This is an optimization exercise on Yosys and OpenROAD, whose aim is a short achievable clock period and few clock cycles, not a production implementation.
In this exercise RTL edits were held to simulation tests only and were not proved equivalent to the original.
Power figures rest on the tool's default switching activity, not on a simulated workload.

==> flow/design.v, too long to show whole: its modules and the start of the top module <==
// module alu: 47 lines
// module shifter: 13 lines
// module reg_file: 18 lines
// module mul_pipe: 1007 lines
// module custom_cpu: 329 lines
module custom_cpu(
	input         clk,
	input         rst,
	output reg [31:0] PC,
	output        Inst_Req_Valid,
	input         Inst_Req_Ready,
	input  [31:0] Instruction,
	input         Inst_Valid,
	output        Inst_Ready,
	output [31:0] Address,
	output        MemWrite,
	output [31:0] Write_data,
	output [ 3:0] Write_strb,
	output        MemRead,
	input         Mem_Req_Ready,
	input  [31:0] Read_data,
	input         Read_data_Valid,
	output        Read_data_Ready
);
  // ...
==> flow/flow/run.sh <==
#!/bin/bash
set -euo pipefail
MARGIN=6.5
bash standard.sh SETUP_SLACK_MARGIN=$MARGIN finish > standard_make.log 2>&1
==> flow/standard.sh <==
#!/bin/bash
# synth_recipe.tcl (not shown) runs the flow's synth.tcl, then flattens the netlist and writes it again
# the make line also repeats each setting of config.mk as NAME=value (left out here)
make -C /OpenROAD-flow-scripts/flow DESIGN_CONFIG=/design/flow/config.mk WORK_HOME=/design/flow/orfs CLKGATE_MAP_FILE= SYNTH_SCRIPT=/design/flow/synth_recipe.tcl "${@:-finish}"
==> flow/config.mk <==
export PLATFORM = sky130hd
export DESIGN_NAME = custom_cpu
export DESIGN_NICKNAME = custom_cpu
export VERILOG_FILES = /design/flow/design.v
export SDC_FILE = /design/flow/constraint.sdc
export NUM_CORES = 4
export LEC_CHECK = 0
export CAP_MARGIN = 20
export CORE_MARGIN = 2
export CORE_UTILIZATION = 30
export PLACE_DENSITY = 0.5
export SLEW_MARGIN = 20
==> flow/constraint.sdc <==
create_clock -name core_clock -period 10.0 [get_ports {clk}]
set_input_delay 2.0000 -clock core_clock [delete_from_list [all_inputs] [get_ports {clk}]]
set_output_delay 2.0000 -clock core_clock [all_outputs]
set_load 0.01 [all_outputs]
==> results.json, run 1 <==
{
  "outcome": "timing/DRC/antenna clean",
  "num-fill-cells": 41775,
  "cts_tree": "built",
  "drc": 0,
  "seq_cell_power_mw": 13.3,
  "fmax_mhz": 206,
  "timing.hold.ws_ns": 0.337,
  "cts_num_sinks": 2621,
  "post_dp_cell_area_mm2": 0.144,
  "rsz0062_at_grt": "yes",
  "track_usage_pct": 22.3,
  "hpwlAfterDp_um": 325000,
  "powerClk_mw": 11.0,
  "yosys.area_share.simple_pct": 5.27,
  "taps": 5928,
  "ys_seq_area_share_pct": 55.4,
  "crit_slowest_cell": "dfxtp_4",
  "rows": 245,
  "leakage_nw": 58.5,
  "wl_met1_um": 213000,
  "power_leader": "sequential cells",
  "synth.most_common_cell": "edfxtp_1",
  "grt-ovfl-total": 0,
  "synth_top_area_share_pct": 49.2,
  "fin_util_pct": 37.6,
  "wire_per_inst_um": 32.0,
  "cts-htree-levels": 5,
  "path_class": "reg -> reg",
  "largest-register": "RF.rf",
  "io_buffers": 172,
  "die-height_um": 674,
  "worst_slew_pin_slew_ns": 1.20,
  "synthXorXnorAreaFrac_pct": 3.81,
  "wl_met3_um": 42900,
  "crit_required_ns": 10.76,
  "holdBufCountCts": 0,
  "seqPwrFrac_pct": 35.6,
  "fin_skew_ns": 0.0961,
  "drtIter0Drc": 10496,
  "hold_path_depth": 0,
  "cts_setup_buffers": 382,
  "startpoint_type": "flip-flop",
  "rr_worst_depth": 20
}
Testbench counts, summed over its fixed seeds: cycles 82,065.
==> module custom_cpu, before the edit <==
module custom_cpu(
	input         clk,
	input         rst,
	output reg [31:0] PC,
	output        Inst_Req_Valid,
	input         Inst_Req_Ready,
	input  [31:0] Instruction,
	input         Inst_Valid,
	output        Inst_Ready,
	output [31:0] Address,
	output        MemWrite,
	output [31:0] Write_data,
	output [ 3:0] Write_strb,
	output        MemRead,
	input         Mem_Req_Ready,
	input  [31:0] Read_data,
	input         Read_data_Valid,
	output        Read_data_Ready
);
	reg         run_r, ird_r, rdr_r;
	reg         pend, pend_kill;
	reg  [31:0] pend_pc, pend_ptgt;
	reg         pend_pt;
	reg         sk_v, sk_pt;
	reg  [31:0] sk_inst, sk_pc, sk_ptgt;
	reg         d_v, d_pt;
	reg  [31:0] d_inst, d_pc, d_ptgt;
	reg         e_v, e_pt, e_tokf;
	reg  [31:0] e_ptgt;
	reg  [31:0] e_pc4, e_tgt, e_rv1, e_rv2, e_imm, e_pre;
	reg  [3:0]  e_s1, e_s2;      
	reg         e_useimm;
	reg         e_add, e_sub, e_slt, e_sltu, e_xor, e_or, e_and, e_sll, e_srl, e_sra, e_pres;
	reg         e_ld, e_st, e_mul, e_br, e_jal, e_jalr, e_wen;
	reg  [2:0]  e_f3;
	reg  [4:0]  e_rd;
	reg  [31:0] e_pc;
	reg         m_v, m_ld, m_mul, m_wen, mrd_q, mwr_q;
	reg  [31:0] m_res, m_sdata;
	reg  [3:0]  m_strb;
	reg  [2:0]  m_f3;
	reg  [4:0]  m_rd;
	reg         w_v, w_ld, w_mul, w_wen;
	reg  [31:0] w_res;
	reg  [2:0]  w_f3;
	reg  [4:0]  w_rd;
	reg         x_v, x_wen;
	reg  [31:0] x_res;
	reg  [4:0]  x_rd;
	wire stall_ldw = w_v & w_ld & ~Read_data_Valid;      
	wire stall_mem = (mrd_q | mwr_q) & ~Mem_Req_Ready;   
	wire frz_W = stall_ldw;
	wire frz_M = stall_ldw | stall_mem;                  
	reg  [15:0] btb_v;
	reg  [7:0]  btb_tag [0:15];
	reg  [31:0] btb_tgt [0:15];
	reg  [1:0]  btb_cnt [0:15];
	wire [3:0]  f_idx = PC[5:2];
	wire        f_hit = btb_v[f_idx] && (btb_tag[f_idx] == PC[13:6]);
	wire        f_pt = f_hit && btb_cnt[f_idx][1];
	wire [31:0] f_pnext = f_pt ? btb_tgt[f_idx] : PC + 32'd4;
	wire [6:0] d_op = d_inst[6:0];
	wire [2:0] d_f3 = d_inst[14:12];
	wire [4:0] d_rs1 = d_inst[19:15], d_rs2 = d_inst[24:20], d_rdn = d_inst[11:7];
	wire d_lui   = (d_op[6:2] == 5'b01101);
	wire d_auipc = (d_op[6:2] == 5'b00101);
	wire d_jal   = (d_op[6:2] == 5'b11011);
	wire d_jalr  = (d_op[6:2] == 5'b11001);
	wire d_br    = (d_op[6:2] == 5'b11000);
	wire d_ld    = (d_op[6:2] == 5'b00000);
	wire d_st    = (d_op[6:2] == 5'b01000);
	wire d_opi   = (d_op[6:2] == 5'b00100);
	wire d_opr   = (d_op[6:2] == 5'b01100);
	wire d_mul   = d_opr & d_inst[25];
	wire d_alu   = d_opi | (d_opr & ~d_inst[25]);
	wire [31:0] immI = {{20{d_inst[31]}}, d_inst[31:20]};
	wire [31:0] immS = {{20{d_inst[31]}}, d_inst[31:25], d_inst[11:7]};
	wire [31:0] immB = {{19{d_inst[31]}}, d_inst[31], d_inst[7], d_inst[30:25], d_inst[11:8], 1'b0};
	wire [31:0] immU = {d_inst[31:12], 12'd0};
	wire [31:0] immJ = {{11{d_inst[31]}}, d_inst[31], d_inst[19:12], d_inst[20], d_inst[30:21], 1'b0};
	wire [31:0] d_tgtB = d_pc + immB;
	wire [31:0] d_tgtJ = d_pc + immJ;
	wire [31:0] d_padd = d_jal ? d_tgtJ : d_tgtB;      
	wire [31:0] d_pc4 = d_pc + 32'd4;
	wire [31:0] d_pre = d_lui ? immU : (d_auipc ? (d_pc + immU) : d_pc4);
	wire        d_use1 = ~(d_lui | d_auipc | d_jal);
	wire        d_use2 = d_opr | d_st | d_br;
	wire        d_wen = (d_lui | d_auipc | d_jal | d_jalr | d_ld | d_opi | d_opr) & (d_rdn != 5'd0);
	wire d_sttaken = d_jal | (d_br & (d_inst[31] | (d_f3 == 3'b001)));
	wire [31:0] rf_r1, rf_r2;
	reg_file RF (
		.clk(clk), .waddr(x_rd), .wen(x_v & x_wen), .wdata(x_res),
		.raddr1(d_rs1), .raddr2(d_rs2), .rdata1(rf_r1), .rdata2(rf_r2)
	);
	wire [31:0] d_rv1 = (x_v & x_wen & (x_rd == d_rs1)) ? x_res : rf_r1;
	wire [31:0] d_rv2 = (x_v & x_wen & (x_rd == d_rs2)) ? x_res : rf_r2;
	wire d1M = e_v & e_wen & (e_rd == d_rs1);
	wire d1W = m_v & m_wen & (m_rd == d_rs1);
	wire d1X = w_v & w_wen & (w_rd == d_rs1);
	wire d2M = e_v & e_wen & (e_rd == d_rs2);
	wire d2W = m_v & m_wen & (m_rd == d_rs2);
	wire d2X = w_v & w_wen & (w_rd == d_rs2);
	wire [3:0] d_s1 = d1M ? 4'b0001 : d1W ? 4'b0010 : d1X ? 4'b0100 : 4'b1000;
	wire [3:0] d_s2 = d2M ? 4'b0001 : d2W ? 4'b0010 : d2X ? 4'b0100 : 4'b1000;
	wire hz = d_v & (
		((e_ld | e_mul) & ((d_use1 & d1M) | (d_use2 & d2M))) |
		((m_ld | m_mul) & ((d_use1 & d1W) | (d_use2 & d2W))));
	wire [31:0] fa = ({32{e_s1[0]}} & m_res) | ({32{e_s1[1]}} & w_res) |
		({32{e_s1[2]}} & x_res) | ({32{e_s1[3]}} & e_rv1);
	wire [31:0] fb = ({32{e_s2[0]}} & m_res) | ({32{e_s2[1]}} & w_res) |
		({32{e_s2[2]}} & x_res) | ({32{e_s2[3]}} & e_rv2);
	wire [31:0] e_sum, e_res;
	wire        e_cond;
	alu ALU (
		.A(fa), .B(fb), .Imm(e_imm), .use_imm(e_useimm),
		.op_add(e_add), .op_sub(e_sub), .op_slt(e_slt), .op_sltu(e_sltu),
		.op_xor(e_xor), .op_or(e_or), .op_and(e_and),
		.op_sll(e_sll), .op_srl(e_srl), .op_sra(e_sra),
		.op_pre(e_pres), .Pre(e_pre), .br_f3(e_f3),
		.Sum(e_sum), .Cond(e_cond), .Result(e_res)
	);
	wire        e_tok = e_tokf | (e_ptgt == e_tgt);
	wire        e_taken = e_jal | (e_br & e_cond);
	wire        e_mis = e_v & (e_jalr |
		((e_br | e_jal) ? ((e_taken ^ e_pt) | (e_taken & ~e_tok)) : e_pt));
	wire [31:0] e_npc = e_jalr ? {e_sum[31:1], 1'b0} : (e_taken ? e_tgt : e_pc4);
	wire [31:0] mul_p;
	mul_pipe MULT (.clk(clk), .en(~frz_M), .a(fa), .b(fb), .p(mul_p));
	wire d_redir_raw = d_v & ~d_pt & d_sttaken;
	wire d_redir = d_redir_raw & ~e_mis;
	wire redir = e_mis | d_redir;
	wire [31:0] redir_pc = e_mis ? e_npc : d_padd;
	wire req_fire  = run_r & Inst_Req_Ready;
	wire resp_fire = pend & Inst_Valid & ird_r;
	wire resp_ok   = resp_fire & ~pend_kill & ~redir;
	wire d_adv  = ~frz_M & ~hz;           
	wire d_take = ~d_v | d_adv;           
	wire sk_v_n = rst ? 1'b0 :
		redir ? 1'b0 :
		sk_v ? ~d_take :
		(resp_ok & ~d_take);
	always @ (posedge clk) begin
		if (rst) begin
			run_r <= 1'b0;
			rdr_r <= 1'b0;
			ird_r <= 1'b0;
			pend <= 1'b0;
			pend_kill <= 1'b0;
			PC <= 32'd0;
		end else begin
			run_r <= 1'b1;
			rdr_r <= 1'b1;
			ird_r <= ~sk_v_n;
			if (redir)
				PC <= redir_pc;
			else if (req_fire)
				PC <= f_pnext;
			if (req_fire) begin
				pend <= 1'b1;
				pend_kill <= redir;
			end else if (resp_fire)
				pend <= 1'b0;
			else if (redir)
				pend_kill <= 1'b1;
		end
		if (req_fire) begin
			pend_pc <= PC;
			pend_pt <= f_pt;
			pend_ptgt <= f_pnext;
		end
	end
	always @ (posedge clk) begin
		sk_v <= sk_v_n;
		if (~sk_v) begin
			sk_inst <= Instruction;
			sk_pc <= pend_pc;
			sk_pt <= pend_pt;
			sk_ptgt <= pend_ptgt;
		end
	end
	always @ (posedge clk) begin
		if (rst)
			d_v <= 1'b0;
		else if (e_mis)
			d_v <= 1'b0;
		else if (d_take)
			d_v <= ~d_redir & (sk_v | resp_ok);
		if (d_take) begin
			d_inst <= sk_v ? sk_inst : Instruction;
			d_pc <= sk_v ? sk_pc : pend_pc;
			d_pt <= sk_v ? sk_pt : pend_pt;
			d_ptgt <= sk_v ? sk_ptgt : pend_ptgt;
		end else if (d_redir_raw) begin
			d_pt <= 1'b1;
			d_ptgt <= d_padd;
		end
	end
	always @ (posedge clk) begin
		if (rst)
			e_v <= 1'b0;
		else if (~frz_M)
			e_v <= d_v & ~hz & ~e_mis;
		if (frz_M) begin
			e_rv1 <= fa;
			e_rv2 <= fb;
			e_s1 <= 4'b1000;
			e_s2 <= 4'b1000;
		end else begin
			e_rv1 <= d_rv1;
			e_rv2 <= d_rv2;
			e_s1 <= d_s1;
			e_s2 <= d_s2;
			e_pc <= d_pc;
			e_pc4 <= d_pc4;
			e_tgt <= d_padd;
			e_pt <= d_pt | d_redir_raw;
			e_tokf <= d_redir_raw;
			e_ptgt <= d_ptgt;
			e_imm <= d_st ? immS : immI;
			e_useimm <= ~d_opr & ~d_br;
			e_pre <= d_pre;
			e_add <= (d_alu & (d_f3 == 3'b000) & ~(d_opr & d_inst[30])) | d_ld | d_st;
			e_sub <= d_opr & ~d_inst[25] & (d_f3 == 3'b000) & d_inst[30];
			e_slt <= d_alu & (d_f3 == 3'b010);
			e_sltu <= d_alu & (d_f3 == 3'b011);
			e_xor <= d_alu & (d_f3 == 3'b100);
			e_or <= d_alu & (d_f3 == 3'b110);
			e_and <= d_alu & (d_f3 == 3'b111);
			e_sll <= d_alu & (d_f3 == 3'b001);
			e_srl <= d_alu & (d_f3 == 3'b101) & ~d_inst[30];
			e_sra <= d_alu & (d_f3 == 3'b101) & d_inst[30];
			e_pres <= d_lui | d_auipc | d_jal | d_jalr;
			e_ld <= d_ld;
			e_st <= d_st;
			e_mul <= d_mul;
			e_br <= d_br;
			e_jal <= d_jal;
			e_jalr <= d_jalr;
			e_wen <= d_wen;
			e_f3 <= d_f3;
			e_rd <= d_rdn;
		end
	end
	reg        u_v, u_taken;
	reg [31:0] u_pc, u_tgt;
	always @ (posedge clk) begin
		if (rst)
			u_v <= 1'b0;
		else
			u_v <= e_v & (e_br | e_jal) & ~frz_M;
		u_taken <= e_taken;
		u_pc <= e_pc;
		u_tgt <= e_tgt;
	end
	wire [3:0] u_idx = u_pc[5:2];
	wire       u_hit = btb_v[u_idx] && (btb_tag[u_idx] == u_pc[13:6]);
	wire [1:0] u_cnt = btb_cnt[u_idx];
	always @ (posedge clk) begin
		if (rst)
			btb_v <= 16'd0;
		else if (u_v & u_taken)
			btb_v[u_idx] <= 1'b1;
		if (u_v) begin
			if (u_taken) begin
				btb_tag[u_idx] <= u_pc[13:6];
				btb_tgt[u_idx] <= u_tgt;
				btb_cnt[u_idx] <= ~u_hit ? 2'b10 : (u_cnt == 2'b11 ? 2'b11 : u_cnt + 2'b01);
			end else if (u_hit)
				btb_cnt[u_idx] <= (u_cnt == 2'b00) ? 2'b00 : u_cnt - 2'b01;
		end
	end
	always @ (posedge clk) begin
		if (rst) begin
			m_v <= 1'b0;
			mrd_q <= 1'b0;
			mwr_q <= 1'b0;
		end else if (~frz_M) begin
			m_v <= e_v;
			mrd_q <= e_v & e_ld;
			mwr_q <= e_v & e_st;
		end
		if (~frz_M) begin
			m_res <= e_res;
			m_ld <= e_ld;
			m_mul <= e_mul;
			m_wen <= e_wen;
			m_rd <= e_rd;
			m_f3 <= e_f3;
			m_sdata <= e_f3[1] ? fb : (e_f3[0] ? {2{fb[15:0]}} : {4{fb[7:0]}});
			m_strb <= e_f3[1] ? 4'b1111 :
				(e_f3[0] ? (e_sum[1] ? 4'b1100 : 4'b0011) : (4'b0001 << e_sum[1:0]));
		end
	end
	assign MemRead = mrd_q;
	assign MemWrite = mwr_q;
	assign Address = m_res;
	assign Write_data = m_sdata;
	assign Write_strb = m_strb;
	always @ (posedge clk) begin
		if (rst)
			w_v <= 1'b0;
		else if (~frz_W)
			w_v <= m_v & ~frz_M;
		if (~frz_W) begin
			w_res <= m_res;
			w_ld <= m_ld;
			w_mul <= m_mul;
			w_wen <= m_wen;
			w_rd <= m_rd;
			w_f3 <= m_f3;
		end
	end
	wire [31:0] ld_sh = Read_data >> {w_res[1:0], 3'b000};
	wire [31:0] ld_al = w_f3[1] ? Read_data :
		(w_f3[0] ? {{16{ld_sh[15] & ~w_f3[2]}}, ld_sh[15:0]} :
		           {{24{ld_sh[7] & ~w_f3[2]}}, ld_sh[7:0]});
	always @ (posedge clk) begin
		if (rst)
			x_v <= 1'b0;
		else
			x_v <= w_v & ~frz_W;
		x_res <= w_ld ? ld_al : (w_mul ? mul_p : w_res);
		x_wen <= w_wen;
		x_rd <= w_rd;
	end
	assign Inst_Req_Valid = run_r;
	assign Inst_Ready = ird_r;
	assign Read_data_Ready = rdr_r;
endmodule
==> inputs of run 2 (changes only) <==
--- a/flow/design.v
+++ b/flow/design.v
@@ -1117,7 +1117,7 @@
 	reg         e_v, e_pt, e_tokf;
 	reg  [31:0] e_ptgt;
 	reg  [31:0] e_pc4, e_tgt, e_rv1, e_rv2, e_imm, e_pre;
-	reg  [3:0]  e_s1, e_s2;      
+	reg         e_s1, e_s2;      
 	reg         e_useimm;
 	reg         e_add, e_sub, e_slt, e_sltu, e_xor, e_or, e_and, e_sll, e_srl, e_sra, e_pres;
 	reg         e_ld, e_st, e_mul, e_br, e_jal, e_jalr, e_wen;
@@ -1176,6 +1176,12 @@
 	wire        d_use2 = d_opr | d_st | d_br;
 	wire        d_wen = (d_lui | d_auipc | d_jal | d_jalr | d_ld | d_opi | d_opr) & (d_rdn != 5'd0);
 	wire d_sttaken = d_jal | (d_br & (d_inst[31] | (d_f3 == 3'b001)));
+	wire [31:0] ld_sh = Read_data >> {w_res[1:0], 3'b000};
+	wire [31:0] ld_al = w_f3[1] ? Read_data :
+		(w_f3[0] ? {{16{ld_sh[15] & ~w_f3[2]}}, ld_sh[15:0]} :
+		           {{24{ld_sh[7] & ~w_f3[2]}}, ld_sh[7:0]});
+	wire [31:0] mul_p;
+	wire [31:0] x_next = w_ld ? ld_al : (w_mul ? mul_p : w_res);
 	wire [31:0] rf_r1, rf_r2;
 	reg_file RF (
 		.clk(clk), .waddr(x_rd), .wen(x_v & x_wen), .wdata(x_res),
@@ -1189,15 +1195,13 @@
 	wire d2M = e_v & e_wen & (e_rd == d_rs2);
 	wire d2W = m_v & m_wen & (m_rd == d_rs2);
 	wire d2X = w_v & w_wen & (w_rd == d_rs2);
-	wire [3:0] d_s1 = d1M ? 4'b0001 : d1W ? 4'b0010 : d1X ? 4'b0100 : 4'b1000;
-	wire [3:0] d_s2 = d2M ? 4'b0001 : d2W ? 4'b0010 : d2X ? 4'b0100 : 4'b1000;
+	wire [31:0] d_op1 = d1W ? m_res : (d1X ? x_next : d_rv1);
+	wire [31:0] d_op2 = d2W ? m_res : (d2X ? x_next : d_rv2);
 	wire hz = d_v & (
 		((e_ld | e_mul) & ((d_use1 & d1M) | (d_use2 & d2M))) |
 		((m_ld | m_mul) & ((d_use1 & d1W) | (d_use2 & d2W))));
-	wire [31:0] fa = ({32{e_s1[0]}} & m_res) | ({32{e_s1[1]}} & w_res) |
-		({32{e_s1[2]}} & x_res) | ({32{e_s1[3]}} & e_rv1);
-	wire [31:0] fb = ({32{e_s2[0]}} & m_res) | ({32{e_s2[1]}} & w_res) |
-		({32{e_s2[2]}} & x_res) | ({32{e_s2[3]}} & e_rv2);
+	wire [31:0] fa = e_s1 ? m_res : e_rv1;
+	wire [31:0] fb = e_s2 ? m_res : e_rv2;
 	wire [31:0] e_sum, e_res;
 	wire        e_cond;
 	alu ALU (
@@ -1213,7 +1217,6 @@
 	wire        e_mis = e_v & (e_jalr |
 		((e_br | e_jal) ? ((e_taken ^ e_pt) | (e_taken & ~e_tok)) : e_pt));
 	wire [31:0] e_npc = e_jalr ? {e_sum[31:1], 1'b0} : (e_taken ? e_tgt : e_pc4);
-	wire [31:0] mul_p;
 	mul_pipe MULT (.clk(clk), .en(~frz_M), .a(fa), .b(fb), .p(mul_p));
 	wire d_redir_raw = d_v & ~d_pt & d_sttaken;
 	wire d_redir = d_redir_raw & ~e_mis;
@@ -1292,13 +1295,13 @@
 		if (frz_M) begin
 			e_rv1 <= fa;
 			e_rv2 <= fb;
-			e_s1 <= 4'b1000;
-			e_s2 <= 4'b1000;
+			e_s1 <= 1'b0;
+			e_s2 <= 1'b0;
 		end else begin
-			e_rv1 <= d_rv1;
-			e_rv2 <= d_rv2;
-			e_s1 <= d_s1;
-			e_s2 <= d_s2;
+			e_rv1 <= d_op1;
+			e_rv2 <= d_op2;
+			e_s1 <= d1M;
+			e_s2 <= d2M;
 			e_pc <= d_pc;
 			e_pc4 <= d_pc4;
 			e_tgt <= d_padd;
@@ -1399,16 +1402,12 @@
 			w_f3 <= m_f3;
 		end
 	end
-	wire [31:0] ld_sh = Read_data >> {w_res[1:0], 3'b000};
-	wire [31:0] ld_al = w_f3[1] ? Read_data :
-		(w_f3[0] ? {{16{ld_sh[15] & ~w_f3[2]}}, ld_sh[15:0]} :
-		           {{24{ld_sh[7] & ~w_f3[2]}}, ld_sh[7:0]});
 	always @ (posedge clk) begin
 		if (rst)
 			x_v <= 1'b0;
 		else
 			x_v <= w_v & ~frz_W;
-		x_res <= w_ld ? ld_al : (w_mul ? mul_p : w_res);
+		x_res <= x_next;
 		x_wen <= w_wen;
 		x_rd <= w_rd;
 	end
==> results.json, run 2 <==
{
  "slew_viol_final": 0,
  "synthCells": 9518,
  "layout_common_cells": "edfxtp_1, mux4_2, buf_4, nor2_1, nand2_1",
  "setup_tns_ns": 0,
  "syn_area_mm2": 0.135,
  "die-height_um": 674,
  "ys.warnings.count": 3,
  "stdcell_area_mm2": 0.168,
  "cts_num_sinks": 2615,
  "postRouteAntennaNets": 0,
  "post-route-period-util_pct": 45.4,
  "setup_viol": 0,
  "cts-htree-levels": 5,
  "grt_pass1_vias": 92496,
  "viasPerCell": 5.66,
  "coreArea_mm2": 0.446,
  "area_growth_pct": 25.2,
  "drtIter0Drc": 11022,
  "synthFlopType": "edfxtp_1",
  "period_minus_slack_ns": 4.54,
  "ys_seq_area_share_pct": 55.3,
  "synthArstFlopShare_pct": 0,
  "place_congestion": 0.962,
  "cap_violations": 0,
  "drc": 0,
  "synth_cell_types": 99,
  "place_inst": 15205,
  "synth_top_area_share_pct": 49.2,
  "path_class": "reg -> reg",
  "grt_max_degree": 162,
  "synth_edf_count": 2204,
  "track_usage_pct": 22.5,
  "fp.dieArea_mm2": 0.454,
  "antenna_found_initial": 44,
  "finalPower_mw": 38.3,
  "fmax_mhz": 220,
  "wirelength_um": 531000,
  "top_regs": "RF.rf: 992 flops, btb_tgt: 512 flops, btb_tag: 128 flops",
  "cts_root_buf": "clkbuf_16",
  "outcome": "timing/DRC/antenna clean",
  "hold_class": "reg -> reg",
  "worst_slew_pin_slew_ns": 1.23,
  "firstDrtPassIters": 6,
  "largest-register": "RF.rf",
  "rsz0062_at_grt": "yes",
  "drive_gt1_share_pct": 33.8,
  "fp.dieW_um": 674,
  "stdcell_count": 16519,
  "cp-end-kind": "flip-flop",
  "hold_viol": 0,
  "leakage_nw": 58.9,
  "clk_latency_ns": 0.97,
  "yosys.area.top_type": "edfxtp_1",
  "final_common_cell": "edfxtp_1",
  "cts_tree": "built",
  "post_dp_cell_area_mm2": 0.144,
  "startpoint_type": "flip-flop",
  "power.density_mw_per_mm2": 227,
  "io_buffers": 172,
  "cts_made_buffers": 303,
  "start_util_pct": 30.2,
  "fin_skew_ns": 0.110,
  "clk_pin_slew_worst_paths_ns": 0.06,
  "crit_required_ns": 10.61,
  "wire_per_inst_um": 32.1,
  "synth.avg_cell_area_um2": 14.1,
  "grt_pass1_wl_um": 729000,
  "cts.path.max_buffers": 4,
  "ys_seq_elements": 2615,
  "rows": 245,
  "ios": 175,
  "path_max_fanout": 6,
  "final_nets": 10915,
  "grt-ovfl-total": 0,
  "yosys-top-cells-count": "edfxtp_1, mux4_2, nor2_1",
  "synth.area.top_cells": "edfxtp_1, mux4_2, dfxtp_1",
  "synthesis.nets": 10106,
  "ir_drop_mv": 0.303,
  "vias": 93434,
  "critical_path_arrival_ns": 5.15,
  "slew_headroom_pct": 18.1,
  "synth.most_common_cell": "edfxtp_1",
  "hpwlAfterDp_um": 322000,
  "largest_reg_flops": 992
}
[run 2: stage by stage]
step | util (%) | setup slack [ns] | hold slack, ns
after global placement | 32.2 | 3.38 | 0.328
final | 37.8 | 5.46 | 0.349
after global routing | 37.8 | 5.40 | 0.363
after CTS | 36.7 | 5.51 | 0.354
after detailed placement | 32.3 | 3.33 | 0.327
after floorplan | - | 4.87 | 0.323
[run 2: worst max-delay path, cell delays in order, from the launching register on]
cell       delay, ns
dfxtp_4         0.38
buf_12          0.16
buf_16          0.15
mux2_4          0.33
buf_6           0.13
ha_4            0.15
inv_2           0.05
fa_2            0.23
nand3_4         0.08
buf_4           0.14
buf_6           0.10
buf_4           0.12
buf_4           0.12
buf_4           0.12
buf_4           0.13
buf_6           0.11
buf_4           0.12
buf_4           0.12
buf_4           0.12
buf_4           0.12
buf_4           0.13
nand2_4         0.07
a21o_1          0.14
a21oi_2         0.07
xnor2_2         0.18
nand2_1         0.10
o2111ai_2       0.10
a221o_1         0.40
[run 2: timing repair]
action | in CTS | in global routing
setup buffers | 497 | 185
gates resized for setup | 1586 | 528
hold buffers | 0 | 0
setup endpoints to repair | 1036 | 521
pin swaps | 247 | 275
gates cloned | 48 | 15
[run 2: worst paths after layout]
| kind | depth (start not counted) | slack [ns] | end | startpoint |
|---|---|---|---|---|
| hold reg to reg | 0 | 0.35 | u_pc[3] | e_pc[3] |
| hold / removal | 0 | 0.35 | u_pc[3] | e_pc[3] |
| setup reg to reg | 27 | 5.46 | m_res[6] | e_s2 |
| setup / recovery | 27 | 5.46 | m_res[6] | e_s2 |
[run 2: layout make-up]
type                       instances  area (µm²)
sequential                      2615       74600
timing repair inverter             2        13.8
antenna                           17        42.5
multi-input combinational       5858       62300
clock inverter                   134        1290
fill                           41743      278000
tap                             5928        7420
timing repair buffer            1164       12800
inverter                         383        1550
clock buffer                     418        8340
[run 2: power by group]
| part | switching [mW] | internal [mW] |
|---|---|---|
| Combinational | 7.93 | 6.03 |
| Sequential | 0.685 | 12.7 |
| Clock | 4.72 | 6.27 |
[run 2: cell families (layout without fill, tap and decap cells)]
kind of cell | after synthesis | count (layout) | synth area share [%]
other | 0 | 17 | 0
adders and majority gates | 519 | 519 | 5.91
AOI/OAI and AO/OA | 1839 | 1839 | 9.06
and+or+nand+nor | 1577 | 1582 | 5.27
xor gates and xnor gates | 586 | 586 | 3.81
buffers and inverters | 1050 | 2101 | 3.05
DFF | 2615 | 2615 | 55.3
muxes | 1332 | 1332 | 17.6
[run 2: routing by layer]
layer  global-route usage (%)  up-vias  share of wire, %
li1                         -    38532                 -
met4                     8.70       10               4.6
met3                     4.10      895               8.5
met1                     31.3    49456                42
met5                        0        -             0.011
met2                     34.9     4541                45
Testbench counts of run 2, summed over its fixed seeds: cycles 82,065.
==> inputs of run 3 (changes only) <==
--- a/flow/design.v
+++ b/flow/design.v
@@ -1108,15 +1108,12 @@
 );
 	reg         run_r, ird_r, rdr_r;
 	reg         pend, pend_kill;
-	reg  [31:0] pend_pc, pend_ptgt;
+	reg  [31:0] pend_pc;
 	reg         pend_pt;
-	reg         sk_v, sk_pt;
-	reg  [31:0] sk_inst, sk_pc, sk_ptgt;
-	reg         d_v, d_pt;
-	reg  [31:0] d_inst, d_pc, d_ptgt;
-	reg         e_v, e_pt, e_tokf;
-	reg  [31:0] e_ptgt;
-	reg  [31:0] e_pc4, e_tgt, e_rv1, e_rv2, e_imm, e_pre;
+	reg         dq_v, dq_pt;
+	reg  [31:0] dq_inst, dq_pc;
+	reg         e_v, e_pt, e_auipc;
+	reg  [31:0] e_pc4, e_timm, e_rv1, e_rv2, e_imm, e_pre;
 	reg         e_s1, e_s2;      
 	reg         e_useimm;
 	reg         e_add, e_sub, e_slt, e_sltu, e_xor, e_or, e_and, e_sll, e_srl, e_sra, e_pres;
@@ -1141,13 +1138,18 @@
 	wire frz_W = stall_ldw;
 	wire frz_M = stall_ldw | stall_mem;                  
 	reg  [15:0] btb_v;
-	reg  [7:0]  btb_tag [0:15];
+	reg  [25:0] btb_tag [0:15];
 	reg  [31:0] btb_tgt [0:15];
 	reg  [1:0]  btb_cnt [0:15];
 	wire [3:0]  f_idx = PC[5:2];
-	wire        f_hit = btb_v[f_idx] && (btb_tag[f_idx] == PC[13:6]);
+	wire        f_hit = btb_v[f_idx] && (btb_tag[f_idx] == PC[31:6]);
 	wire        f_pt = f_hit && btb_cnt[f_idx][1];
 	wire [31:0] f_pnext = f_pt ? btb_tgt[f_idx] : PC + 32'd4;
+	wire        resp_fire = pend & Inst_Valid & ird_r;
+	wire        d_v = dq_v | (resp_fire & ~pend_kill);
+	wire [31:0] d_inst = dq_v ? dq_inst : Instruction;
+	wire [31:0] d_pc = dq_v ? dq_pc : pend_pc;
+	wire        d_pt = dq_v ? dq_pt : pend_pt;
 	wire [6:0] d_op = d_inst[6:0];
 	wire [2:0] d_f3 = d_inst[14:12];
 	wire [4:0] d_rs1 = d_inst[19:15], d_rs2 = d_inst[24:20], d_rdn = d_inst[11:7];
@@ -1167,15 +1169,12 @@
 	wire [31:0] immB = {{19{d_inst[31]}}, d_inst[31], d_inst[7], d_inst[30:25], d_inst[11:8], 1'b0};
 	wire [31:0] immU = {d_inst[31:12], 12'd0};
 	wire [31:0] immJ = {{11{d_inst[31]}}, d_inst[31], d_inst[19:12], d_inst[20], d_inst[30:21], 1'b0};
-	wire [31:0] d_tgtB = d_pc + immB;
-	wire [31:0] d_tgtJ = d_pc + immJ;
-	wire [31:0] d_padd = d_jal ? d_tgtJ : d_tgtB;      
 	wire [31:0] d_pc4 = d_pc + 32'd4;
-	wire [31:0] d_pre = d_lui ? immU : (d_auipc ? (d_pc + immU) : d_pc4);
+	wire [31:0] d_pre = d_lui ? immU : d_pc4;
+	wire [31:0] d_timm = d_jal ? immJ : (d_auipc ? immU : immB);
 	wire        d_use1 = ~(d_lui | d_auipc | d_jal);
 	wire        d_use2 = d_opr | d_st | d_br;
 	wire        d_wen = (d_lui | d_auipc | d_jal | d_jalr | d_ld | d_opi | d_opr) & (d_rdn != 5'd0);
-	wire d_sttaken = d_jal | (d_br & (d_inst[31] | (d_f3 == 3'b001)));
 	wire [31:0] ld_sh = Read_data >> {w_res[1:0], 3'b000};
 	wire [31:0] ld_al = w_f3[1] ? Read_data :
 		(w_f3[0] ? {{16{ld_sh[15] & ~w_f3[2]}}, ld_sh[15:0]} :
@@ -1202,6 +1201,7 @@
 		((m_ld | m_mul) & ((d_use1 & d1W) | (d_use2 & d2W))));
 	wire [31:0] fa = e_s1 ? m_res : e_rv1;
 	wire [31:0] fb = e_s2 ? m_res : e_rv2;
+	wire [31:0] e_tgt = e_pc + e_timm;
 	wire [31:0] e_sum, e_res;
 	wire        e_cond;
 	alu ALU (
@@ -1209,28 +1209,22 @@
 		.op_add(e_add), .op_sub(e_sub), .op_slt(e_slt), .op_sltu(e_sltu),
 		.op_xor(e_xor), .op_or(e_or), .op_and(e_and),
 		.op_sll(e_sll), .op_srl(e_srl), .op_sra(e_sra),
-		.op_pre(e_pres), .Pre(e_pre), .br_f3(e_f3),
+		.op_pre(e_pres), .Pre(e_auipc ? e_tgt : e_pre), .br_f3(e_f3),
 		.Sum(e_sum), .Cond(e_cond), .Result(e_res)
 	);
-	wire        e_tok = e_tokf | (e_ptgt == e_tgt);
 	wire        e_taken = e_jal | (e_br & e_cond);
-	wire        e_mis = e_v & (e_jalr |
-		((e_br | e_jal) ? ((e_taken ^ e_pt) | (e_taken & ~e_tok)) : e_pt));
+	wire        e_mis = e_v & (e_jalr | ((e_br | e_jal) ? (e_taken ^ e_pt) : e_pt));
 	wire [31:0] e_npc = e_jalr ? {e_sum[31:1], 1'b0} : (e_taken ? e_tgt : e_pc4);
 	mul_pipe MULT (.clk(clk), .en(~frz_M), .a(fa), .b(fb), .p(mul_p));
-	wire d_redir_raw = d_v & ~d_pt & d_sttaken;
-	wire d_redir = d_redir_raw & ~e_mis;
-	wire redir = e_mis | d_redir;
-	wire [31:0] redir_pc = e_mis ? e_npc : d_padd;
+	wire redir = e_mis;
+	wire [31:0] redir_pc = e_npc;
 	wire req_fire  = run_r & Inst_Req_Ready;
-	wire resp_fire = pend & Inst_Valid & ird_r;
 	wire resp_ok   = resp_fire & ~pend_kill & ~redir;
 	wire d_adv  = ~frz_M & ~hz;           
-	wire d_take = ~d_v | d_adv;           
-	wire sk_v_n = rst ? 1'b0 :
+	wire dq_v_n = rst ? 1'b0 :
 		redir ? 1'b0 :
-		sk_v ? ~d_take :
-		(resp_ok & ~d_take);
+		dq_v ? ~d_adv :
+		(resp_ok & ~d_adv);
 	always @ (posedge clk) begin
 		if (rst) begin
 			run_r <= 1'b0;
@@ -1242,7 +1236,7 @@
 		end else begin
 			run_r <= 1'b1;
 			rdr_r <= 1'b1;
-			ird_r <= ~sk_v_n;
+			ird_r <= ~dq_v_n;
 			if (redir)
 				PC <= redir_pc;
 			else if (req_fire)
@@ -1258,33 +1252,14 @@
 		if (req_fire) begin
 			pend_pc <= PC;
 			pend_pt <= f_pt;
-			pend_ptgt <= f_pnext;
 		end
 	end
 	always @ (posedge clk) begin
-		sk_v <= sk_v_n;
-		if (~sk_v) begin
-			sk_inst <= Instruction;
-			sk_pc <= pend_pc;
-			sk_pt <= pend_pt;
-			sk_ptgt <= pend_ptgt;
-		end
-	end
-	always @ (posedge clk) begin
-		if (rst)
-			d_v <= 1'b0;
-		else if (e_mis)
-			d_v <= 1'b0;
-		else if (d_take)
-			d_v <= ~d_redir & (sk_v | resp_ok);
-		if (d_take) begin
-			d_inst <= sk_v ? sk_inst : Instruction;
-			d_pc <= sk_v ? sk_pc : pend_pc;
-			d_pt <= sk_v ? sk_pt : pend_pt;
-			d_ptgt <= sk_v ? sk_ptgt : pend_ptgt;
-		end else if (d_redir_raw) begin
-			d_pt <= 1'b1;
-			d_ptgt <= d_padd;
+		dq_v <= dq_v_n;
+		if (~dq_v) begin
+			dq_inst <= Instruction;
+			dq_pc <= pend_pc;
+			dq_pt <= pend_pt;
 		end
 	end
 	always @ (posedge clk) begin
@@ -1304,10 +1279,9 @@
 			e_s2 <= d2M;
 			e_pc <= d_pc;
 			e_pc4 <= d_pc4;
-			e_tgt <= d_padd;
-			e_pt <= d_pt | d_redir_raw;
-			e_tokf <= d_redir_raw;
-			e_ptgt <= d_ptgt;
+			e_timm <= d_timm;
+			e_auipc <= d_auipc;
+			e_pt <= d_pt;
 			e_imm <= d_st ? immS : immI;
 			e_useimm <= ~d_opr & ~d_br;
 			e_pre <= d_pre;
@@ -1345,7 +1319,7 @@
 		u_tgt <= e_tgt;
 	end
 	wire [3:0] u_idx = u_pc[5:2];
-	wire       u_hit = btb_v[u_idx] && (btb_tag[u_idx] == u_pc[13:6]);
+	wire       u_hit = btb_v[u_idx] && (btb_tag[u_idx] == u_pc[31:6]);
 	wire [1:0] u_cnt = btb_cnt[u_idx];
 	always @ (posedge clk) begin
 		if (rst)
@@ -1354,7 +1328,7 @@
 			btb_v[u_idx] <= 1'b1;
 		if (u_v) begin
 			if (u_taken) begin
-				btb_tag[u_idx] <= u_pc[13:6];
+				btb_tag[u_idx] <= u_pc[31:6];
 				btb_tgt[u_idx] <= u_tgt;
 				btb_cnt[u_idx] <= ~u_hit ? 2'b10 : (u_cnt == 2'b11 ? 2'b11 : u_cnt + 2'b01);
 			end else if (u_hit)
==> results.json, run 3 <==
{
  "outcome": "timing/DRC/antenna clean",
  "slew_headroom_pct": 20.0,
  "leakage_nw": 69.8,
  "clk_pin_slew_worst_paths_ns": 0.06,
  "vias": 120298,
  "crit_slowest_cell": "dfxtp_4",
  "layout.area.seq_mm2": 0.0785,
  "ios": 175,
  "io_buffers": 172,
  "post_dp_cell_area_mm2": 0.154,
  "cpMostUsedCell": "buf_12",
  "synth_cell_types": 90,
  "synthFlopType": "edfxtp_1",
  "die-height_um": 696,
  "final_common_cell": "edfxtp_1",
  "antenna_found_initial": 47,
  "ys_seq_area_share_pct": 54.5,
  "grt_max_degree": 90,
  "fp.dieArea_mm2": 0.484,
  "setup_tns_ns": 0,
  "cts_root_buf": "clkbuf_16",
  "cts_tree": "built",
  "firstDrtPassIters": 6,
  "top_regs": "RF.rf: 992 flops, btb_tgt: 512 flops, btb_tag: 416 flops",
  "synth_edf_count": 2350,
  "path_buf_inv": 7,
  "critPathMaxStageDelay_ns": 0.41,
  "r2r-start": "e_s1",
  "path_max_fanout": 7,
  "yosys-top-cells-count": "nand2_1, edfxtp_1, nand3_1",
  "multi_input_area_mm2": 0.0701,
  "worstReg2RegEnd": "PC[17]",
  "largest_reg_flops": 992,
  "crit_required_ns": 10.77,
  "rr_worst_depth": 20,
  "fin_skew_ns": 0.128,
  "cts_made_buffers": 315,
  "num-fill-cells": 44438,
  "ys.warnings.count": 3,
  "hold_viol": 0,
  "syn_area_mm2": 0.144,
  "path_class": "reg -> reg",
  "holdBufCountCts": 0,
  "slew_viol_final": 0,
  "setup_viol": 0,
  "finalPower_mw": 40.7,
  "drtIter0Drc": 17591,
  "power.density_mw_per_mm2": 211,
  "yosys.area.top_type": "edfxtp_1",
  "fmax_mhz": 226,
  "drive_gt1_share_pct": 30.5,
  "start_util_pct": 30.1,
  "layout_common_cells": "edfxtp_1, nand2_1, nand3_1, buf_4, nor2_1",
  "period_minus_slack_ns": 4.43,
  "critical_path.cell_chain": "buf_12, mux2i_4, buf_6, clkinvlp_4, buf_6, ha_4, nand4_1, buf_4, a21oi_4, o31ai_4, nand2_2, a21bo_4, a21o_1, a31oi_4, buf_12, buf_12, mux2i_1, nor2_1, a21oi_2, o32ai_2",
  "synth.area.top_cells": "edfxtp_1, mux4_2, nand2_1",
  "grt_pass1_vias": 112536,
  "viasPerCell": 5.87,
  "hpwlAfterDp_um": 362000,
  "final_nets": 14362,
  "drc": 0,
  "synthesis.nets": 13131,
  "startpoint_type": "flip-flop",
  "cp.depth": 20,
  "place_congestion": 0.977,
  "cts.path.max_buffers": 4,
  "crit_family": "compound AO/OA/AOI/OAI gates",
  "track_usage_pct": 27.1,
  "largest-register": "RF.rf",
  "synthCells": 12563,
  "stdcell_area_mm2": 0.193,
  "synth_top_area_share_pct": 49.1,
  "clk_latency_ns": 1.02,
  "crit_path_end": "PC[17]",
  "hold_class": "reg -> reg",
  "critical_path_arrival_ns": 5.20,
  "coreArea_mm2": 0.478,
  "rows": 254,
  "wirelength_um": 690000,
  "cts_num_sinks": 2736,
  "fp.dieW_um": 696,
  "grt_pass1_wl_um": 925000,
  "crit_start": "e_s1",
  "rrSetupSlack_ns": 5.57,
  "area_growth_pct": 34.5,
  "wire_per_inst_um": 33.7,
  "rsz0062_at_grt": "yes",
  "synthArstFlopShare_pct": 0,
  "ys_seq_elements": 2736,
  "synth.most_common_cell": "nand2_1",
  "timing.hold.ws_ns": 0.461,
  "synth.avg_cell_area_um2": 11.4,
  "ir_drop_mv": 0.371,
  "fin_util_pct": 40.4,
  "cap_violations": 0,
  "post-route-period-util_pct": 44.3,
  "worst_slew_pin_slew_ns": 1.20,
  "grt-ovfl-total": 0,
  "postRouteAntennaNets": 0,
  "cts-htree-levels": 5,
  "cp-end-kind": "flip-flop"
}
## run 3: cell types whose count changed after synthesis, sizes merged, moves of 102 or more
cell / previous run / this run
edfxtp: 2204 / 2350
a311oi: 4 / 397
nor2: 619 / 517
mux2: 235 / 123
a211oi: 208 / 100
nand3: 119 / 939
nand2: 448 / 2372
mux4: 801 / 403
and3: 36 / 163
clkbuf: 464 / 673
## run 3: worst min-delay path by stage
| stage | from | slack (ns) | cells after the start | to |
|---|---|---|---|---|
| after floorplan | MULT.nr[1] | 0.35 | 0 | MULT.r426 |
| after global placement | m_mul | 0.44 | 0 | w_mul |
| after detailed placement | m_f3[2] | 0.44 | 0 | w_f3[2] |
| after CTS | m_f3[2] | 0.46 | 0 | w_f3[2] |
| after global routing | m_f3[2] | 0.46 | 0 | w_f3[2] |
| final | m_ld | 0.46 | 0 | w_ld |
## run 3: power by group
group / switching [mW] / internal (mW)
Sequential: 0.472 / 13.1
Combinational: 8.87 / 6.42
Clock: 5.09 / 6.72
Total: 14.4 / 26.3
## run 3: layer usage
metal	track usage, %	part of all wire, %	vias up
li1	-	-	49295
met1	34.8	37	60663
met2	40.7	43	8236
met3	6.54	12	2082
met4	17.6	8.3	22
met5	0	0.017	-
## run 3: kinds of logic after synthesis
logic type / synth area share [%]
xor+xnor: 3.40
fa+ha+maj: 5.36
mux: 8.98
simple gates: 13.3
flops: 54.5
buf+inv: 3.65
compound gates: 10.8
## run 3: area by class of cell
| cell class | count | area share [%] |
|---|---|---|
| timing repair inverter | 21 | 0.128 |
| clock buffer | 403 | 4.40 |
| antenna | 16 | 0.0207 |
| multi-input combinational | 8484 | 36.3 |
| sequential | 2736 | 40.6 |
| tap | 6400 | 4.15 |
| inverter | 400 | 0.935 |
| timing repair buffer | 1836 | 12.5 |
| clock inverter | 182 | 0.930 |
## run 3: metrics by stage
step	setup WS [ns]	cells
2_1_floorplan	5.05	12563
3_3_place_gp	3.40	18526
3_5_place_dp	3.46	18530
6_report	5.57	20478
4_1_cts	5.66	20132
5_1_grt	5.54	20463
## run 3: timing repair
action,CTS,global route
cloned,204,31
resized for setup,2679,779
pin swaps,544,503
setup buffers,813,299
setup endpoints to repair,1145,656
Testbench counts of run 3, summed over its fixed seeds: cycles 79,314.
==> inputs of run 4 (changes only) <==
--- a/flow/design.v
+++ b/flow/design.v
@@ -1115,6 +1115,7 @@
 	reg         e_v, e_pt, e_auipc;
 	reg  [31:0] e_pc4, e_timm, e_rv1, e_rv2, e_imm, e_pre;
 	reg         e_s1, e_s2;      
+	reg         e_s1n, e_s2n;    
 	reg         e_useimm;
 	reg         e_add, e_sub, e_slt, e_sltu, e_xor, e_or, e_and, e_sll, e_srl, e_sra, e_pres;
 	reg         e_ld, e_st, e_mul, e_br, e_jal, e_jalr, e_wen;
@@ -1199,8 +1200,8 @@
 	wire hz = d_v & (
 		((e_ld | e_mul) & ((d_use1 & d1M) | (d_use2 & d2M))) |
 		((m_ld | m_mul) & ((d_use1 & d1W) | (d_use2 & d2W))));
-	wire [31:0] fa = e_s1 ? m_res : e_rv1;
-	wire [31:0] fb = e_s2 ? m_res : e_rv2;
+	wire [31:0] fa = {e_s1n ? e_rv1[31:16] : m_res[31:16], e_s1 ? m_res[15:0] : e_rv1[15:0]};
+	wire [31:0] fb = {e_s2n ? e_rv2[31:16] : m_res[31:16], e_s2 ? m_res[15:0] : e_rv2[15:0]};
 	wire [31:0] e_tgt = e_pc + e_timm;
 	wire [31:0] e_sum, e_res;
 	wire        e_cond;
@@ -1214,7 +1215,7 @@
 	);
 	wire        e_taken = e_jal | (e_br & e_cond);
 	wire        e_mis = e_v & (e_jalr | ((e_br | e_jal) ? (e_taken ^ e_pt) : e_pt));
-	wire [31:0] e_npc = e_jalr ? {e_sum[31:1], 1'b0} : (e_taken ? e_tgt : e_pc4);
+	wire [31:0] e_npc = e_jalr ? {e_sum[31:1], 1'b0} : (e_pt ? e_pc4 : e_tgt);
 	mul_pipe MULT (.clk(clk), .en(~frz_M), .a(fa), .b(fb), .p(mul_p));
 	wire redir = e_mis;
 	wire [31:0] redir_pc = e_npc;
@@ -1272,11 +1273,15 @@
 			e_rv2 <= fb;
 			e_s1 <= 1'b0;
 			e_s2 <= 1'b0;
+			e_s1n <= 1'b1;
+			e_s2n <= 1'b1;
 		end else begin
 			e_rv1 <= d_op1;
 			e_rv2 <= d_op2;
 			e_s1 <= d1M;
 			e_s2 <= d2M;
+			e_s1n <= ~d1M;
+			e_s2n <= ~d2M;
 			e_pc <= d_pc;
 			e_pc4 <= d_pc4;
 			e_timm <= d_timm;
==> results.json, run 4 <==
{
  "setup_viol": 0,
  "synthArstFlopShare_pct": 0,
  "drtIter0Drc": 16196,
  "leakage_nw": 69.2,
  "grt_pass1_vias": 111186,
  "antenna_found_initial": 27,
  "synthFlopType": "edfxtp_1",
  "io_buffers": 172,
  "ys_seq_elements": 2738,
  "post_dp_cell_area_mm2": 0.153,
  "area_growth_pct": 33.0,
  "grt_pass1_wl_um": 902000,
  "coreArea_mm2": 0.478,
  "hold_viol": 0,
  "firstDrtPassIters": 8,
  "synth.area.top_cells": "edfxtp_1, mux4_2, nand2_1",
  "hold_class": "reg -> reg",
  "ir_drop_mv": 0.255,
  "die-height_um": 696,
  "cts_num_sinks": 2738,
  "fmax_mhz": 237,
  "post-route-period-util_pct": 42.2,
  "synth_edf_count": 2350,
  "num-fill-cells": 44366,
  "synth_top_area_share_pct": 49.1,
  "place_inst": 18492,
  "startpoint_type": "flip-flop",
  "largest-register": "RF.rf",
  "vias": 118348,
  "wire_per_inst_um": 32.9,
  "cts.path.max_buffers": 4,
  "layout_setup_ws_ns": 5.78,
  "fp.dieW_um": 696,
  "yosys.area.top_type": "edfxtp_1",
  "fin_skew_ns": 0.116,
  "grt-ovfl-total": 0,
  "crit_required_ns": 10.70,
  "viasPerCell": 5.81,
  "r2r-start": "e_s1",
  "wirelength_um": 670000,
  "stdcell_count": 20368,
  "multi_input_area_mm2": 0.0696,
  "largest_reg_flops": 992,
  "synth.avg_cell_area_um2": 11.5,
  "slew_headroom_pct": 18.3,
  "cts-htree-levels": 5,
  "track_usage_pct": 26.3,
  "path_class": "reg -> reg",
  "rows": 254,
  "outcome": "timing/DRC/antenna clean",
  "layout.area.seq_mm2": 0.0785,
  "holdCritStartpoint": "m_f3[2]",
  "fp.dieArea_mm2": 0.484,
  "layout_common_cells": "edfxtp_1, nand2_1, nand3_1, buf_4, mux4_2",
  "final_nets": 14274,
  "grt_max_degree": 81,
  "worst_slew_pin_slew_ns": 1.22,
  "yosys-top-cells-count": "nand2_1, edfxtp_1, nand3_1",
  "ys_seq_area_share_pct": 54.5,
  "cap_violations": 0,
  "synthesis.nets": 13099,
  "drive_gt1_share_pct": 29.7,
  "holdBufCountCts": 0,
  "crit_start": "e_s1",
  "dp_slack_ns": 3.48,
  "syn_area_mm2": 0.144,
  "cp-end-kind": "flip-flop",
  "synth.most_common_cell": "nand2_1",
  "top_regs": "RF.rf: 992 flops, btb_tgt: 512 flops, btb_tag: 416 flops",
  "postRouteAntennaNets": 0,
  "critical_path_arrival_ns": 4.92,
  "ios": 175,
  "path_max_fanout": 7,
  "final_common_cell": "edfxtp_1",
  "start_util_pct": 30.1,
  "place_congestion": 0.963,
  "drc": 0,
  "cts_root_buf": "clkbuf_16",
  "synth_cell_types": 84,
  "timing.hold.ws_ns": 0.412,
  "stdcell_area_mm2": 0.191,
  "slew_viol_final": 0,
  "cts_tree": "built",
  "period_minus_slack_ns": 4.22,
  "cts_made_buffers": 303,
  "power.density_mw_per_mm2": 211,
  "synthCells": 12531,
  "hpwlAfterDp_um": 353000,
  "clk_latency_ns": 0.99,
  "setup_tns_ns": 0,
  "clk_pin_slew_worst_paths_ns": 0.07,
  "ys.warnings.count": 3,
  "rsz0062_at_grt": "yes"
}
## run 4: changes by cell type after synthesis, moves of 15 or more
cell,before,now
a211oi_1,100,117
a21oi_1,465,481
a31oi_1,78,95
clkbuf_1,671,648
mux2i_1,244,267
nor2_1,517,487
nor2b_1,58,43
o211ai_1,78,115
o21ai_0,387,365
xnor2_1,385,400
## run 4: area by class of cell
cell class | count | share of cell area (%)
multi-input combinational | 8464 | 36.4
tap | 6400 | 4.19
clock inverter | 151 | 0.742
antenna | 14 | 0.0183
timing repair inverter | 18 | 0.0930
sequential | 2738 | 41.1
timing repair buffer | 1780 | 12.1
clock buffer | 402 | 4.36
inverter | 401 | 0.938
## run 4: logic make-up after synthesis
logic type                 count (synthesis)  synth area share (%)
adders and majority gates                499                  5.36
and+or+nand+nor                         4331                  13.0
DFF                                     2738                  54.5
muxes                                    794                  9.23
AOI/OAI and AO/OA                       2266                  10.8
buffers and inverters                   1341                  3.60
xor gates and xnor gates                 562                  3.43
## run 4: through the flow
stage	total power, mW	util (%)
finish	40.4	40.0
global route	42.0	40.0
CTS	39.1	38.7
detailed placement	24.8	32.1
global placement	24.9	32.1
floorplan	20.6	-
## run 4: final timing paths
| path | endpoint | slack [ns] | cells after the start |
|---|---|---|---|
| worst max-delay path | m_res[21] | 5.78 | 19 |
| worst min-delay path | w_f3[2] | 0.41 | 0 |
| worst max register to register | m_res[21] | 5.78 | 19 |
| worst min register to register | w_f3[2] | 0.41 | 0 |
## run 4: timing repair
item                                    in CTS  in global routing
buffers inserted                           784                289
endpoints found under the setup margin    1666                560
cloned                                     198                 36
resized for setup                         2611                620
pin swaps                                  628                446
## run 4: metal layers
layer | vias up | part of all wire, % | GRT usage (%)
met2 | 7548 | 44 | 40.9
met1 | 59711 | 37 | 33.3
met5 | - | 0.0028 | 0
met3 | 1990 | 10 | 5.84
met4 | 2 | 8.0 | 16.1
li1 | 49097 | - | -
## run 4: power breakdown
group / internal [mW] / switching [mW]
clock network: 6.42 / 4.91
registers: 13.2 / 0.520
logic: 6.57 / 8.78
## run 4: worst max-delay path, stage by stage (launching register included)
cell and delay, ns:
dfxtp_4 0.37, buf_12 0.15, buf_4 0.14, mux2i_2 0.21
buf_4 0.18, clkinvlp_4 0.16, ha_4 0.28, buf_4 0.14
a21oi_2 0.12, o21ai_1 0.08, a21o_1 0.21, a221oi_4 0.40
o41ai_4 0.14, buf_4 0.15, nand3_1 0.07, nand2_1 0.07
a211oi_2 0.27, a2bb2oi_1 0.19, nand4_1 0.31, a221o_1 0.36
Testbench counts of run 4, summed over its fixed seeds: cycles 79,314.
==> inputs of run 5 (changes only) <==
--- a/flow/design.v
+++ b/flow/design.v
@@ -1139,13 +1139,13 @@
 	wire frz_W = stall_ldw;
 	wire frz_M = stall_ldw | stall_mem;                  
 	reg  [15:0] btb_v;
-	reg  [25:0] btb_tag [0:15];
-	reg  [31:0] btb_tgt [0:15];
-	reg  [1:0]  btb_cnt [0:15];
+	reg  [16*26-1:0] btb_tag;
+	reg  [16*32-1:0] btb_tgt;
+	reg  [16*2-1:0]  btb_cnt;
 	wire [3:0]  f_idx = PC[5:2];
-	wire        f_hit = btb_v[f_idx] && (btb_tag[f_idx] == PC[31:6]);
-	wire        f_pt = f_hit && btb_cnt[f_idx][1];
-	wire [31:0] f_pnext = f_pt ? btb_tgt[f_idx] : PC + 32'd4;
+	wire        f_hit = btb_v[f_idx] && (btb_tag[f_idx*26 +: 26] == PC[31:6]);
+	wire        f_pt = f_hit && btb_cnt[f_idx*2 + 1];
+	wire [31:0] f_pnext = f_pt ? btb_tgt[f_idx*32 +: 32] : PC + 32'd4;
 	wire        resp_fire = pend & Inst_Valid & ird_r;
 	wire        d_v = dq_v | (resp_fire & ~pend_kill);
 	wire [31:0] d_inst = dq_v ? dq_inst : Instruction;
@@ -1171,6 +1171,14 @@
 	wire [31:0] immU = {d_inst[31:12], 12'd0};
 	wire [31:0] immJ = {{11{d_inst[31]}}, d_inst[31], d_inst[19:12], d_inst[20], d_inst[30:21], 1'b0};
 	wire [31:0] d_pc4 = d_pc + 32'd4;
+	wire [13:0] tb_lo = {1'b0, d_pc[12:0]} + {1'b0, immB[12:0]};
+	wire [18:0] tb_hi = tb_lo[13] ? (d_inst[31] ? d_pc[31:13] : d_pc[31:13] + 19'd1)
+	                              : (d_inst[31] ? d_pc[31:13] - 19'd1 : d_pc[31:13]);
+	wire [21:0] tj_lo = {1'b0, d_pc[20:0]} + {1'b0, immJ[20:0]};
+	wire [10:0] tj_hi = tj_lo[21] ? (d_inst[31] ? d_pc[31:21] : d_pc[31:21] + 11'd1)
+	                              : (d_inst[31] ? d_pc[31:21] - 11'd1 : d_pc[31:21]);
+	wire [31:0] d_stgt = d_jal ? {tj_hi, tj_lo[20:0]} : {tb_hi, tb_lo[12:0]};
+	wire d_redir = d_v & ~d_pt & (d_jal | (d_br & (d_inst[31] | (d_f3 == 3'b001))));
 	wire [31:0] d_pre = d_lui ? immU : d_pc4;
 	wire [31:0] d_timm = d_jal ? immJ : (d_auipc ? immU : immB);
 	wire        d_use1 = ~(d_lui | d_auipc | d_jal);
@@ -1217,13 +1225,12 @@
 	wire        e_mis = e_v & (e_jalr | ((e_br | e_jal) ? (e_taken ^ e_pt) : e_pt));
 	wire [31:0] e_npc = e_jalr ? {e_sum[31:1], 1'b0} : (e_pt ? e_pc4 : e_tgt);
 	mul_pipe MULT (.clk(clk), .en(~frz_M), .a(fa), .b(fb), .p(mul_p));
-	wire redir = e_mis;
-	wire [31:0] redir_pc = e_npc;
+	wire redir = e_mis | d_redir;
 	wire req_fire  = run_r & Inst_Req_Ready;
-	wire resp_ok   = resp_fire & ~pend_kill & ~redir;
+	wire resp_ok   = resp_fire & ~pend_kill & ~e_mis;
 	wire d_adv  = ~frz_M & ~hz;           
 	wire dq_v_n = rst ? 1'b0 :
-		redir ? 1'b0 :
+		e_mis ? 1'b0 :
 		dq_v ? ~d_adv :
 		(resp_ok & ~d_adv);
 	always @ (posedge clk) begin
@@ -1238,8 +1245,10 @@
 			run_r <= 1'b1;
 			rdr_r <= 1'b1;
 			ird_r <= ~dq_v_n;
-			if (redir)
-				PC <= redir_pc;
+			if (e_mis)
+				PC <= e_npc;
+			else if (d_redir)
+				PC <= d_stgt;
 			else if (req_fire)
 				PC <= f_pnext;
 			if (req_fire) begin
@@ -1257,10 +1266,12 @@
 	end
 	always @ (posedge clk) begin
 		dq_v <= dq_v_n;
+		if (dq_v & d_redir)
+			dq_pt <= 1'b1;
 		if (~dq_v) begin
 			dq_inst <= Instruction;
 			dq_pc <= pend_pc;
-			dq_pt <= pend_pt;
+			dq_pt <= pend_pt | d_redir;
 		end
 	end
 	always @ (posedge clk) begin
@@ -1286,7 +1297,7 @@
 			e_pc4 <= d_pc4;
 			e_timm <= d_timm;
 			e_auipc <= d_auipc;
-			e_pt <= d_pt;
+			e_pt <= d_pt | d_redir;
 			e_imm <= d_st ? immS : immI;
 			e_useimm <= ~d_opr & ~d_br;
 			e_pre <= d_pre;
@@ -1324,8 +1335,9 @@
 		u_tgt <= e_tgt;
 	end
 	wire [3:0] u_idx = u_pc[5:2];
-	wire       u_hit = btb_v[u_idx] && (btb_tag[u_idx] == u_pc[31:6]);
-	wire [1:0] u_cnt = btb_cnt[u_idx];
+	wire       u_hit = btb_v[u_idx] && (btb_tag[u_idx*26 +: 26] == u_pc[31:6]);
+	wire [1:0] u_cnt = btb_cnt[u_idx*2 +: 2];
+	integer bi;
 	always @ (posedge clk) begin
 		if (rst)
 			btb_v <= 16'd0;
@@ -1333,11 +1345,16 @@
 			btb_v[u_idx] <= 1'b1;
 		if (u_v) begin
 			if (u_taken) begin
-				btb_tag[u_idx] <= u_pc[31:6];
-				btb_tgt[u_idx] <= u_tgt;
-				btb_cnt[u_idx] <= ~u_hit ? 2'b10 : (u_cnt == 2'b11 ? 2'b11 : u_cnt + 2'b01);
+				for (bi = 0; bi < 16; bi = bi + 1)
+					if (u_idx == bi) begin
+						btb_tag[bi*26 +: 26] <= u_pc[31:6];
+						btb_tgt[bi*32 +: 32] <= u_tgt;
+						btb_cnt[bi*2 +: 2] <= ~u_hit ? 2'b10 : (u_cnt == 2'b11 ? 2'b11 : u_cnt + 2'b01);
+					end
 			end else if (u_hit)
-				btb_cnt[u_idx] <= (u_cnt == 2'b00) ? 2'b00 : u_cnt - 2'b01;
+				for (bi = 0; bi < 16; bi = bi + 1)
+					if (u_idx == bi)
+						btb_cnt[bi*2 +: 2] <= (u_cnt == 2'b00) ? 2'b00 : u_cnt - 2'b01;
 		end
 	end
 	always @ (posedge clk) begin
==> results.json, run 5 <==
{
  "place_congestion": 0.994,
  "synth.avg_cell_area_um2": 11.3,
  "period_minus_slack_ns": 4.58,
  "outcome": "timing/DRC/antenna clean",
  "fp.dieW_um": 703,
  "clk_pin_slew_worst_paths_ns": 0.06,
  "vias": 122185,
  "synthFlopType": "edfxtp_1",
  "num-fill-cells": 45478,
  "synth_edf_count": 2351,
  "worst_slew_pin_slew_ns": 1.22,
  "wire_per_inst_um": 33.0,
  "setup_viol": 0,
  "area_growth_pct": 32.2,
  "fp.dieArea_mm2": 0.494,
  "antenna_found_initial": 45,
  "startpoint_type": "flip-flop",
  "viasPerCell": 5.87,
  "cts_made_buffers": 310,
  "cts_tree": "built",
  "leakage_nw": 69.6,
  "drtIter0Drc": 18235,
  "synthesis.nets": 13582,
  "largest-register": "RF.rf",
  "synth.area.top_cells": "edfxtp_1, mux4_2, nand2_1",
  "place_inst": 19005,
  "cts_num_sinks": 2734,
  "track_usage_pct": 26.5,
  "yosys.area.top_type": "edfxtp_1",
  "coreArea_mm2": 0.486,
  "grt_max_degree": 87,
  "syn_area_mm2": 0.146,
  "die-height_um": 703,
  "stdcell_count": 20799,
  "cts-htree-levels": 5,
  "cts_root_buf": "clkbuf_16",
  "top_regs": "RF.rf: 992 flops, btb_tgt: 512 flops, btb_tag: 416 flops",
  "fin_skew_ns": 0.127,
  "critical_path_arrival_ns": 5.11,
  "drive_gt1_share_pct": 29.4,
  "slew_headroom_pct": 17.6,
  "synthArstFlopShare_pct": 0,
  "setup_tns_ns": 0,
  "hold_viol": 0,
  "ir_drop_mv": 0.480,
  "rsz0062_at_grt": "yes",
  "power.density_mw_per_mm2": 210,
  "layout_common_cells": "nand2_1, edfxtp_1, nand3_1, buf_4, nor2_1",
  "wirelength_um": 686000,
  "cap_violations": 0,
  "fin_util_pct": 39.8,
  "path_max_fanout": 7,
  "cts.path.max_buffers": 4,
  "crit_required_ns": 10.53,
  "slew_viol_final": 0,
  "firstDrtPassIters": 6,
  "start_util_pct": 30.1,
  "synth_cell_types": 96,
  "fmax_mhz": 218,
  "clk_latency_ns": 1.07,
  "post-route-period-util_pct": 45.8,
  "hold_class": "reg -> reg",
  "hpwlAfterDp_um": 376000,
  "postRouteAntennaNets": 0,
  "io_buffers": 172,
  "rows": 256,
  "synthCells": 12982,
  "final_nets": 14681,
  "ys_seq_elements": 2734,
  "grt-ovfl-total": 0,
  "ys.warnings.count": 3,
  "holdBufCountCts": 0,
  "final_common_cell": "nand2_1",
  "largest_reg_flops": 992,
  "synth_top_area_share_pct": 48.2,
  "ys_seq_area_share_pct": 53.5,
  "ios": 175,
  "cp-end-kind": "flip-flop",
  "yosys-top-cells-count": "nand2_1, edfxtp_1, nand3_1",
  "synth.most_common_cell": "nand2_1",
  "grt_pass1_wl_um": 926000,
  "drc": 0,
  "grt_pass1_vias": 114121,
  "path_class": "reg -> reg"
}
-- run 5: changes by cell type in the layout (fill, tap and decap cells not counted), sizes merged, moves of 25 or more --
cell	delta
mux2	-33
mux2i	+32
xnor2	+41
nor2	+100
a21o	+35
ha	+30
nor2b	+25
buf	-33
nand2	+40
-- run 5: path summary, 6_finish.rpt --
check / end / slack [ns] / startpoint / cells past startpoint
max: m_res[30] / 5.42 / e_s1 / 17
max reg2reg: m_res[30] / 5.42 / e_s1 / 17
min: x_wen / 0.38 / w_wen / 0
min reg2reg: x_wen / 0.38 / w_wen / 0
-- run 5: worst max-delay path, cell delays in order (launching register included) --
cell and delay (ns):
dfxtp_4 0.37, buf_12 0.13, buf_16 0.14, mux2i_4 0.32, clkinvlp_4 0.25, ha_4 0.28
or4_4 0.43, nand2b_4 0.16, a211oi_4 0.21, buf_6 0.16, o311ai_4 0.09, o211ai_1 0.27
a211oi_2 0.14, o21bai_1 0.17, xor2_1 0.26, mux2i_4 0.14, a211oi_2 0.19, nand4_1 0.43
-- run 5: through the flow --
stage | worst slack [ns] | total power [mW] | hold slack, ns | cell area [µm²]
2_1_floorplan | 4.86 | 20.8 | 0.346 | 147000
3_3_place_gp | 2.69 | 25.2 | 0.367 | 157000
3_5_place_dp | 2.64 | 25.2 | 0.364 | 157000
4_1_cts | 5.58 | 39.7 | 0.383 | 187000
5_1_grt | 5.38 | 42.3 | 0.396 | 193000
6_report | 5.42 | 40.6 | 0.383 | 194000
-- run 5: cells by family after synthesis --
kind of cell	synth area share (%)
adders and majority gates	5.55
buffers and inverters	3.74
muxes	8.88
AOI/OAI and AO/OA	11.4
DFF	53.5
xor gates and xnor gates	3.67
and+or+nand+nor	13.3
-- run 5: timing repair --
action                                   CTS  global route
buffers inserted                         758           256
endpoints found under the setup margin  1310           637
pin swaps                                615           534
hold endpoints to repair                   0             0
gates cloned                             175            25
resized for setup                       2765           765
-- run 5: area by class of cell --
type | instances | area, µm² | area share (%)
diodes | 19 | 47.5 | 0.0246
repair inverters | 23 | 394 | 0.204
repair buffers | 1727 | 21700 | 11.2
flip-flops and latches | 2734 | 78400 | 40.5
well taps | 6450 | 8070 | 4.17
clock buffers | 423 | 8610 | 4.45
inverters | 436 | 1940 | 1.00
multi-input cells | 8849 | 73000 | 37.7
clock inverters | 138 | 1320 | 0.683
-- run 5: routing by layer --
layer	global-route usage (%)	vias up	part of all wire, %
li1	-	50624	-
met5	0	-	0.016
met1	35.7	61801	39
met4	15.3	16	7.0
met3	6.54	1720	12
met2	38.8	8024	42
-- run 5: power by group --
group          switching [mW]  internal, mW
logic                    9.09          6.48
registers               0.501          13.2
clock network            5.00          6.41
total                    14.6          26.1
Testbench counts of run 5, summed over its fixed seeds: cycles 77,672.

## port drivers added, routing unchanged
The flow's constraints put no driver on any port. The routed layouts listed below were extracted and timed again, unchanged, in two steps. Step 1: set_driving_cell puts a clkbuf_16 on clk and a buf_2 on each other input, an assumption about the parent block. Step 2 also shifts input and output timing later by t, the mid clock arrival at the registers, as if the neighbouring blocks saw the same clock. Slacks: no drivers / after step 1 / after step 2; pairs: no drivers / after step 1.
| run | shift t [ns] | setup slack, ns | worst hold slack (ns) | worst setup path at the end | clock arrival spread, ns |
|---|---|---|---|---|---|
| run 1 | 1.011 | 5.155 / 5.155 / 5.155 | 0.337 / 0.337 / 0.337 | register to register | 0.113 / 0.112 |
| run 2 | 1.024 | 5.458 / 5.458 / 5.411 | 0.349 / 0.349 / 0.349 | input to register | 0.121 / 0.121 |
| run 3 | 1.089 | 5.569 / 5.569 / 5.043 | 0.461 / 0.461 / 0.461 | input to register | 0.177 / 0.178 |
| run 4 | 1.038 | 5.783 / 5.783 / 5.049 | 0.412 / 0.412 / 0.412 | input to register | 0.128 / 0.128 |
| run 5 | 1.081 | 5.416 / 5.416 / 4.652 | 0.383 / 0.383 / 0.383 | input to register | 0.195 / 0.195 |
After both steps every run listed still meets setup and hold. For run 5, which loses most, drivers alone change the setup slack by 0.000 ns; drivers and shift together by -0.764 ns.
